From an optimization exercise on the open Yosys and OpenROAD flow, aimed at small area; shortcuts taken in it are not production practice.
Function was checked by simulation only, so behaviour that the tests miss may differ from the original.
Power and IR drop assume default switching activity.

### flow/design.v
module rate_limiter #(
    parameter N    = 16,
    parameter IW   = 4,
    parameter LATE = 0       
)(
    input  wire          clk_i,
    input  wire          rst_i,
    input  wire [IW-1:0] id_in,      
    input  wire          ld,         
    input  wire [IW-1:0] id_r,       
    output wire [17:0]   ts_o,       
    output wire [14:0]   bk_o,       
    output reg  [17:0]   rate_o,     
    input  wire [17:0]   sum,        
    input  wire          dec,        
    input  wire          take,       
    input  wire [10:0]   plen,
    input  wire [17:0]   now,        
    output wire          ok,
    input  wire          cyc,
    input  wire          we,
    input  wire [17:0]   d1_dat,     
    input  wire          d1_ao,      
    input  wire          d1_inr,     
    input  wire [IW-1:0] d1_idx,
    input  wire          d2_ao,
    input  wire          d2_inr,
    input  wire [IW-1:0] d2_idx,
    output reg           ack,
    output wire [17:0]   dat
);
    localparam MTU = 1600;
    reg [15*N-1:0] bk;
    reg [18*N-1:0] ts;
    reg [18*N-1:0] rt;
    reg [N-1:0]    vb, vr;
    wire [N-1:0] oh_r = {{(N-1){1'b0}}, 1'b1} << id_r;
    reg  [14:0]  bk_acc;
    reg  [17:0]  ts_acc;
    integer i;
    always @(*) begin
        bk_acc = 15'd0;
        ts_acc = 18'd0;
        for (i = 0; i < N; i = i + 1) begin
            bk_acc = bk_acc | (bk[i*15 +: 15] & {15{oh_r[i] & vb[i]}});
            ts_acc = ts_acc | (ts[i*18 +: 18] & {18{oh_r[i] & vb[i]}});
        end
    end
    assign bk_o = bk_acc;
    assign ts_o = ts_acc;
    reg [1:0]  ws;
    reg        rdack;
    reg [14:0] bm, bm_old;
    reg        wbm1, wbm2;
    wire       wr   = (ws == 2'd1) && !rst_i;
    wire       wbm  = wr && d1_ao;
    wire       wrt  = wr && !d1_ao && d1_inr;
    always @(posedge clk_i) begin
        if (rst_i) ws <= 2'd0;
        else case (ws)
            2'd0: if (cyc) ws <= we ? 2'd1 : 2'd2;
            2'd1: ws <= 2'd0;
            2'd2: ws <= 2'd3;
            2'd3: ws <= 2'd0;
        endcase
        ack   <= (ws == 2'd0 && cyc && we) || ws == 2'd3;
        rdack <= (ws == 2'd3);
        if (rst_i) bm <= 15'd2000;
        else if (wbm) bm <= d1_dat[14:0];
        if (wbm) bm_old <= bm;
        wbm1 <= wbm;
        wbm2 <= wbm1;
    end
    reg  [17:0]   wbr;
    reg           rd_ao;
    wire          rsel = (ws == 2'd2);
    wire [IW-1:0] ridx = ld ? id_in : rsel ? d1_idx : d2_idx;
    wire [N-1:0]  oh_x = {{(N-1){1'b0}}, 1'b1} << ridx;
    reg  [17:0]   rt_acc;
    integer j;
    always @(*) begin
        rt_acc = 18'd0;
        for (j = 0; j < N; j = j + 1)
            rt_acc = rt_acc | ((vr[j] ? rt[j*18 +: 18] : 18'd1) & {18{oh_x[j]}});
    end
    wire [17:0]   rt_rd = rt_acc;
    always @(posedge clk_i) begin
        if (!ld && (ws == 2'd2 || ws == 2'd3))
            wbr <= (rsel ? d1_inr : d2_inr) ? rt_rd : 18'd0;
        if (ws == 2'd3) rd_ao <= d2_ao;
    end
    assign dat = (rdack && !rd_ao) ? wbr : {3'd0, (!rdack && wbm2) ? bm_old : bm};
    wire [14:0] bm_d = (LATE && wbm1) ? bm_old : bm;
    wire        full = (sum < {3'd0, bk_o}) || (sum > {3'd0, bm_d});
    wire        grant = full || (sum >= MTU);
    wire [14:0] nbk  = full ? bm_d : sum[14:0];
    reg         ok_r;
    assign ok = LATE ? grant : ok_r;
    wire [14:0] wbk  = dec ? nbk : (bk_o - plen);
    always @(posedge clk_i) begin
        if (ld) rate_o <= rt_rd;
        if (dec) ok_r <= grant;
    end
    genvar g;
    generate
        for (g = 0; g < N; g = g + 1) begin : g_e
            always @(posedge clk_i) begin
                if ((dec || take) && id_r == g) bk[g*15 +: 15] <= wbk;
                if (dec && id_r == g) ts[g*18 +: 18] <= now;
                if (wrt && d1_idx == g) rt[g*18 +: 18] <= d1_dat;
                if (rst_i) begin
                    vb[g] <= 1'b0;
                    vr[g] <= 1'b0;
                end else begin
                    if (dec && id_r == g) vb[g] <= 1'b1;
                    if (wrt && d1_idx == g) vr[g] <= 1'b1;
                end
            end
        end
    endgenerate
endmodule
module hqos_sched_top (
    input  wire        clk_i,
    input  wire        rst_i,
    input  wire        wb_cyc_i,
    input  wire [21:0] wb_adr_i,
    input  wire        wb_we_i,
    input  wire [31:0] wb_dat_i,
    output wire        wb_ack_o,
    output wire [31:0] wb_dat_o,
    output reg  [6:0]  pop_queue_id_base_o,
    output wire        pop_set_base_queue_id_o,
    input  wire        pop_set_base_ready_i,
    input  wire [6:0]  pop_queue_id_i,
    input  wire        id_valid_i,
    output wire        pop_o,
    input  wire [31:0] pop_addr_i,
    input  wire [10:0] pop_len_i,
    input  wire        valid_i,
    output wire        valid_packet_o,
    output wire [6:0]  queue_id_scheduler_o,
    output reg  [31:0] addr_packet_scheduler_o,
    output reg  [10:0] length_packet_scheduler_o,
    input  wire        ack_from_tx_handler_i
);
    reg        hc;
    reg [17:0] lt;
    always @(posedge clk_i) begin
        if (rst_i) begin
            hc <= 1'b0;
            lt <= 18'd0;
        end else begin
            hc <= ~hc;
            if (hc) lt <= lt + 18'd1;
        end
    end
    localparam S_IDLE = 3'd0, S_WQM = 3'd1, S_C1 = 3'd2, S_C2 = 3'd3,
               S_C3 = 3'd4, S_C4 = 3'd5, S_WPD = 3'd6, S_TX = 3'd7;
    reg [2:0] st;
    reg [6:0] id_r;
    reg [17:0] lt_r;
    wire ok1, ok2, ok3;
    wire ok = ok1 && ok2 && ok3;
    wire ld   = (st == S_WQM) && id_valid_i;
    wire take = (st == S_WPD) && valid_i;
    wire dec  = (st == S_C3);      
    wire decl = (st == S_C4);      
    assign pop_set_base_queue_id_o = (st == S_IDLE) || (st == S_TX && ack_from_tx_handler_i);
    assign pop_o = (st == S_WPD) || (st == S_C4 && ok);
    assign valid_packet_o = (st == S_TX);
    assign queue_id_scheduler_o = id_r;
    wire [6:0] next_id = !ok3 ? {id_r[6:5] + 2'd1, 5'd0} :
                         !ok2 ? {id_r[6:4] + 3'd1, 4'd0} :
                                {id_r[6:3] + 4'd1, 3'd0};
    always @(posedge clk_i) begin
        if (rst_i) begin
            st <= S_IDLE;
            pop_queue_id_base_o <= 7'd0;
        end else begin
            case (st)
                S_IDLE: if (pop_set_base_ready_i) st <= S_WQM;
                S_WQM:  if (id_valid_i) st <= S_C1;
                S_C1:   st <= S_C2;
                S_C2:   st <= S_C3;
                S_C3:   st <= S_C4;
                S_C4: begin
                    st <= ok ? S_WPD : S_IDLE;
                    pop_queue_id_base_o <= ok ? id_r : next_id;
                end
                S_WPD:  if (valid_i) st <= S_TX;
                S_TX:   if (ack_from_tx_handler_i) st <= pop_set_base_ready_i ? S_WQM : S_IDLE;
            endcase
        end
        if (ld) id_r <= pop_queue_id_i;
        if (st == S_WQM) lt_r <= lt;
        if (take) begin
            addr_packet_scheduler_o <= pop_addr_i;
            length_packet_scheduler_o <= pop_len_i;
        end
    end
    wire [17:0] ts1, ts2, ts3, rate1, rate2, rate3;
    wire [14:0] bk1, bk2, bk3;
    reg  [17:0] ts_s, rate_s;
    reg  [14:0] bk_s;
    always @(*) begin
        case (st)
            S_C1:    begin ts_s = ts1; rate_s = rate1; bk_s = bk1; end
            S_C2:    begin ts_s = ts2; rate_s = rate2; bk_s = bk2; end
            default: begin ts_s = ts3; rate_s = rate3; bk_s = bk3; end
        endcase
    end
    wire [17:0] diff = lt_r - ts_s;
    wire [17:0] sum  = rate_s * diff + {3'd0, bk_s};
    reg  [17:0] s_a, s_b;
    always @(posedge clk_i) begin
        s_b <= sum;
        s_a <= s_b;
    end
    wire [2:0] outer = wb_adr_i[21:19];
    wire ovf = |wb_dat_i[31:15];
    wire ao  = &wb_adr_i[16:0];
    reg [17:0] d1_dat;
    reg        d1_ao, d2_ao;
    reg        d1_z, d2_z;
    reg [3:0]  d1_idx, d2_idx;
    always @(posedge clk_i) begin
        d1_dat <= {wb_dat_i[17:15], wb_dat_i[14:0] | {15{ovf && ao}}};
        d1_ao  <= ao;
        d1_z   <= ~|wb_adr_i[16:4];
        d1_idx <= wb_adr_i[3:0];
        d2_ao  <= d1_ao;
        d2_z   <= d1_z;
        d2_idx <= d1_idx;
    end
    wire ack1, ack2, ack3;
    wire [17:0] dat1, dat2, dat3;
    assign wb_ack_o = (outer == 3'd1) ? ack1 : (outer == 3'd2) ? ack2 : (outer == 3'd3) ? ack3 : 1'b0;
    assign wb_dat_o = {14'd0, outer[1] ? (outer[0] ? dat3 : dat2) : dat1};
    rate_limiter #(.N(16), .IW(4)) rl_cust (
        .clk_i(clk_i), .rst_i(rst_i),
        .id_in(pop_queue_id_i[6:3]), .ld(ld), .id_r(id_r[6:3]),
        .ts_o(ts1), .bk_o(bk1), .rate_o(rate1), .sum(s_a), .dec(dec), .take(take),
        .plen(pop_len_i), .now(lt_r), .ok(ok1),
        .cyc(wb_cyc_i && outer == 3'd1), .we(wb_we_i),
        .d1_dat(d1_dat), .d1_ao(d1_ao), .d1_inr(d1_z), .d1_idx(d1_idx),
        .d2_ao(d2_ao), .d2_inr(d2_z), .d2_idx(d2_idx),
        .ack(ack1), .dat(dat1)
    );
    rate_limiter #(.N(8), .IW(3)) rl_olt (
        .clk_i(clk_i), .rst_i(rst_i),
        .id_in(pop_queue_id_i[6:4]), .ld(ld), .id_r(id_r[6:4]),
        .ts_o(ts2), .bk_o(bk2), .rate_o(rate2), .sum(s_b), .dec(dec), .take(take),
        .plen(pop_len_i), .now(lt_r), .ok(ok2),
        .cyc(wb_cyc_i && outer == 3'd2), .we(wb_we_i),
        .d1_dat(d1_dat), .d1_ao(d1_ao), .d1_inr(d1_z && !d1_idx[3]), .d1_idx(d1_idx[2:0]),
        .d2_ao(d2_ao), .d2_inr(d2_z && !d2_idx[3]), .d2_idx(d2_idx[2:0]),
        .ack(ack2), .dat(dat2)
    );
    rate_limiter #(.N(4), .IW(2), .LATE(1)) rl_bng (
        .clk_i(clk_i), .rst_i(rst_i),
        .id_in(pop_queue_id_i[6:5]), .ld(ld), .id_r(id_r[6:5]),
        .ts_o(ts3), .bk_o(bk3), .rate_o(rate3), .sum(s_b), .dec(decl), .take(take),
        .plen(pop_len_i), .now(lt_r), .ok(ok3),
        .cyc(wb_cyc_i && outer == 3'd3), .we(wb_we_i),
        .d1_dat(d1_dat), .d1_ao(d1_ao), .d1_inr(d1_z && d1_idx[3:2] == 2'd0), .d1_idx(d1_idx[1:0]),
        .d2_ao(d2_ao), .d2_inr(d2_z && d2_idx[3:2] == 2'd0), .d2_idx(d2_idx[1:0]),
        .ack(ack3), .dat(dat3)
    );
endmodule
### flow/run.sh
#!/bin/bash
# synth_recipe.tcl (not shown) runs the flow's synth.tcl, then flattens the netlist and writes it again
# the make line also repeats each setting of config.mk as NAME=value (left out here)
make -C /OpenROAD-flow-scripts/flow DESIGN_CONFIG=/design/flow/config.mk WORK_HOME=/design/flow/orfs CLKGATE_MAP_FILE= SYNTH_SCRIPT=/design/flow/synth_recipe.tcl finish
### flow/config.mk
export PLATFORM = sky130hd
export DESIGN_NAME = hqos_sched_top
export DESIGN_NICKNAME = hqos_sched_top
export VERILOG_FILES = /design/flow/design.v
export SDC_FILE = /design/flow/constraint.sdc
export NUM_CORES = 4
export LEC_CHECK = 0
export CAP_MARGIN = 20
export CORE_MARGIN = 2
export CORE_UTILIZATION = 62
export PLACE_DENSITY = 0.72
export SLEW_MARGIN = 20
### flow/constraint.sdc
create_clock -name core_clock -period 10.0 [get_ports {clk_i}]
set_input_delay 2.0000 -clock core_clock [delete_from_list [all_inputs] [get_ports {clk_i}]]
set_output_delay 2.0000 -clock core_clock [all_outputs]
set_load 0.01 [all_outputs]
==> flow_summary.toml <==
[cts]
clk_pin_slew_worst_paths_ps = 60
ctsHtreeMaxLevel = 4
clock-sinks = 1868
clk-insertion-delay-late_ps = 820
numCtsBuffers = 181
cts_tree = "built"
cts_root_buf = "clkbuf_16"
clockBufferDepth = 3
hold_buffers = 0

[synth]
synth_cells = 5524
syn_avg_cell_area_sq_um = 14.3
async_reset_ff_share_pct = 0
yosysWarnings = 4
synth_flop_cell = "edfxtp_1"
synth_top_area_share_pct = 62.8
synth.distinct_cells = 87
ys_top_cells_by_count = "edfxtp_1 (1654), nor2_1 (465), inv_1 (329), a22oi_1 (253), a21oi_1 (234)"
synth_top_cell_by_area = "edfxtp_1"
synthTopCellsByArea = "edfxtp_1 (63%), dfxtp_1 (5.4%), ha_1 (3.5%), fa_1 (3.2%), a22oi_1 (2.4%)"
synth_edf_count = 1654
ys_ff_latch = 1868
ys_seq_area_share_pct = 68.3
syn_area_sq_um = 79000
yosysMostFrequentCell = "edfxtp_1"

[critical_path]
cp.required_ps = 10710
worst_setup_path_start_kind = "register"
worst_path_dominant_cell_family = "adder cells"
end_kind = "register"
slowest_delay_ps = 520
crit_buf_inv = 3
crit_slowest_cell = "fa_1"
path_common_cell = "xnor2_1"
worstPathMaxFanout = 6
arrival_ps = 10350
crit_type = "register to register"

[sta]
max_slew_margin_pct = 19.4
setup_viol = 0
final.setup.worst_slack_ps = 354
fin_crit_ps = 9650
period_share_pct = 96.5
slew_violations = 0
hold_viol_final = 0
tightest_slew_ps = 1210
fmax_mhz = 104
fin_skew_ps = 30.7

[detailed_routing]
wire_per_inst_microns = 28.5
drt_pre_antenna_iters = 9
drc = 0
drt-vias-per-instance = 6.56
vias = 50300
ant_nets = 0
finalWirelength_microns = 218000
dr.first_iter.drc_count = 6983

[placement]
port_buffers = 188
dpl_worst_slack_ps = -22.8
dp_hpwl_microns = 143000
gp_congestion = 0.936
dpl.cell_count = 7303

[global_routing]
grt_pass1_vias = 48900
grt_usage_pct = 33.3
grt_pass1_wl_microns = 317000
grt_max_degree = 79
grt.overflow.total = 0
antenna_found_initial = 6

[floorplanning]
ios = 205
start_util_pct = 62.7
dieArea_sq_um = 130000
rows = 130
die_w_microns = 361
die_h_microns = 361
core_sq_um = 126000

[pwr]
swShare_pct = 33.0
ir_worst_vdd_uv = 980
switchingPower_mw = 8.79
internal-power_mw = 17.8
clock_power_share_pct = 25.2
power_density_nw_per_um2 = 296
p_comb_share_pct = 40.2
pwr-share-seq_pct = 34.6
leakagePower_nw = 31.9

[hold_path]
hp-class = "register to register"

[cells_and_area]
nFillCells = 8135
syn_to_final_growth_pct = 13.9
multi_input_area_sq_um = 23100
seq_area_sq_um = 54000
instances_no_fill = 7663
final_nets = 6307
drive_above_1_share_pct = 11.8

[flow_run]
drv_cap = 0

[outcome]
status = "complete, no violations"
[cells by family after synthesis]
kind of cell    after synthesis  share of synthesized area, %
xor+xnor                    109                          1.26
simple gates               1222                          7.49
buf+inv                     636                          3.17
flops                      1868                          68.3
mux                         117                          1.50
fa+ha+maj                   343                          6.62
other cells                   1                       0.00474
compound gates             1228                          11.7
[state kept, by name (all words and copies together), names as in the netlist, 72 cells and up]
register and count:
rl_olt.bk 120, rl_olt.rt 144, rl_bng.rt 72, rl_cust.bk 240
rl_cust.rt 288, rl_bng.ts 72, rl_cust.ts 288, rl_olt.ts 144
[layout by cell type, fill, tap and decap left out, types with 175 or more instances in the layout]
master	instances
clkbuf_16	184
ha_1	217
a22oi_1	253
clkdlybuf4s50_1	187
dfxtp_1	211
buf_4	239
nor2_1	436
nand2_1	216
inv_1	326
edfxtp_1	1654
a21oi_1	224
a22o_1	175
[final timing paths]
path                from     endpoint  slack, ps  depth (start not counted)
min          rl_olt.wbm1  rl_olt.wbm2        340                          0
min reg2reg  rl_olt.wbm1  rl_olt.wbm2        340                          0
max reg2reg      id_r[4]      s_b[17]        350                         39
max              id_r[4]      s_b[17]        350                         39
[worst reg2reg max path, delay by kind of cell (launching register included)]
| family | cells | cell delay (ps) |
|---|---|---|
| adder cells (fa/ha/maj) | 10 | 3670 |
| XOR/XNOR | 13 | 2580 |
| AO/OA/AOI/OAI | 7 | 1560 |
| AND/OR/NAND/NOR | 6 | 1070 |
| flip-flops | 1 | 440 |
| buffers and inverters | 3 | 230 |
[power by group through the flow]
stage	Sequential, mW	Clock, mW	Combinational [mW]
final	9.21	6.71	10.7
after global placement	9.36	0	10.3
after detailed placement	9.37	0	10.6
after global routing	9.22	7.06	11.9
after floorplan	9.26	0	7.88
after CTS	9.21	6.76	10.6
[layout make-up]
cell class,count,area share (%)
Inverter,332,1.38
Tap cell,1650,2.29
Sequential cell,1868,59.9
Clock inverter,119,1.18
Clock buffer,223,5.33
Timing Repair Buffer,436,4.28
Antenna cell,2,0.00556
Multi-Input combinational cell,3033,25.6
[stage by stage]
step	hold slack [ps]	utilization (%)	power, mW	cell area, sq um	setup TNS (ps)
2_1_floorplan	310	-	17.1	79100	0
3_5_place_dp	317	66.5	20.0	83800	-22.8
4_1_cts	337	71.1	26.6	89700	0
3_3_place_gp	312	66.4	19.7	83800	0
6_report	336	71.4	26.6	90000	0
5_1_grt	346	71.4	28.1	90000	-23.6
[timing repair]
action,in CTS,in global routing
resized for setup,1,29
setup endpoints to repair,1,1
setup buffers,1,11
pin swaps,1,21
gates cloned,0,0
[metal layers]
layer / part of all wire, % / GRT usage, % / wire length [microns] / up-vias
met2: 48 / 54.2 / 104000 / 2901
met5: 0.011 / 0 / 25 / -
li1: - / - / - / 21800
met4: 4.8 / 15.2 / 10400 / 4
met3: 9.5 / 5.54 / 20800 / 514
met1: 38 / 44.5 / 82800 / 25100

## what the ideal ports hide
In the flow no input, the clock included, has a driving cell. The finished layout below was timed again as built, in two steps.
Step 1 (the two cells are an assumption about what drives the block):
set clk [get_ports {clk_i}]
set_driving_cell -lib_cell sky130_fd_sc_hd__clkbuf_16 $clk
set_driving_cell -lib_cell sky130_fd_sc_hd__buf_2 [delete_from_list [all_inputs] $clk]
Step 2, shift: input delay + t, output delay - t, t = (earliest + latest rising clock arrival at the registers) / 2. This alone moves slack from input paths to output paths.
Slacks: no drivers / after step 1 / after step 2; pairs: no drivers / after step 1.
t, ns: 0.899
slack for setup (ns): 0.354 / 0.354 / 0.354
hold WS [ns]: 0.336 / 0.336 / 0.336
worst setup path after step 2: register to register
worst register clock-pin slew, ns: 0.07 / 0.07
After both steps this run still meets setup and hold. For this run, drivers alone change the setup slack by 0.000 ns; drivers and shift together by 0.000 ns.
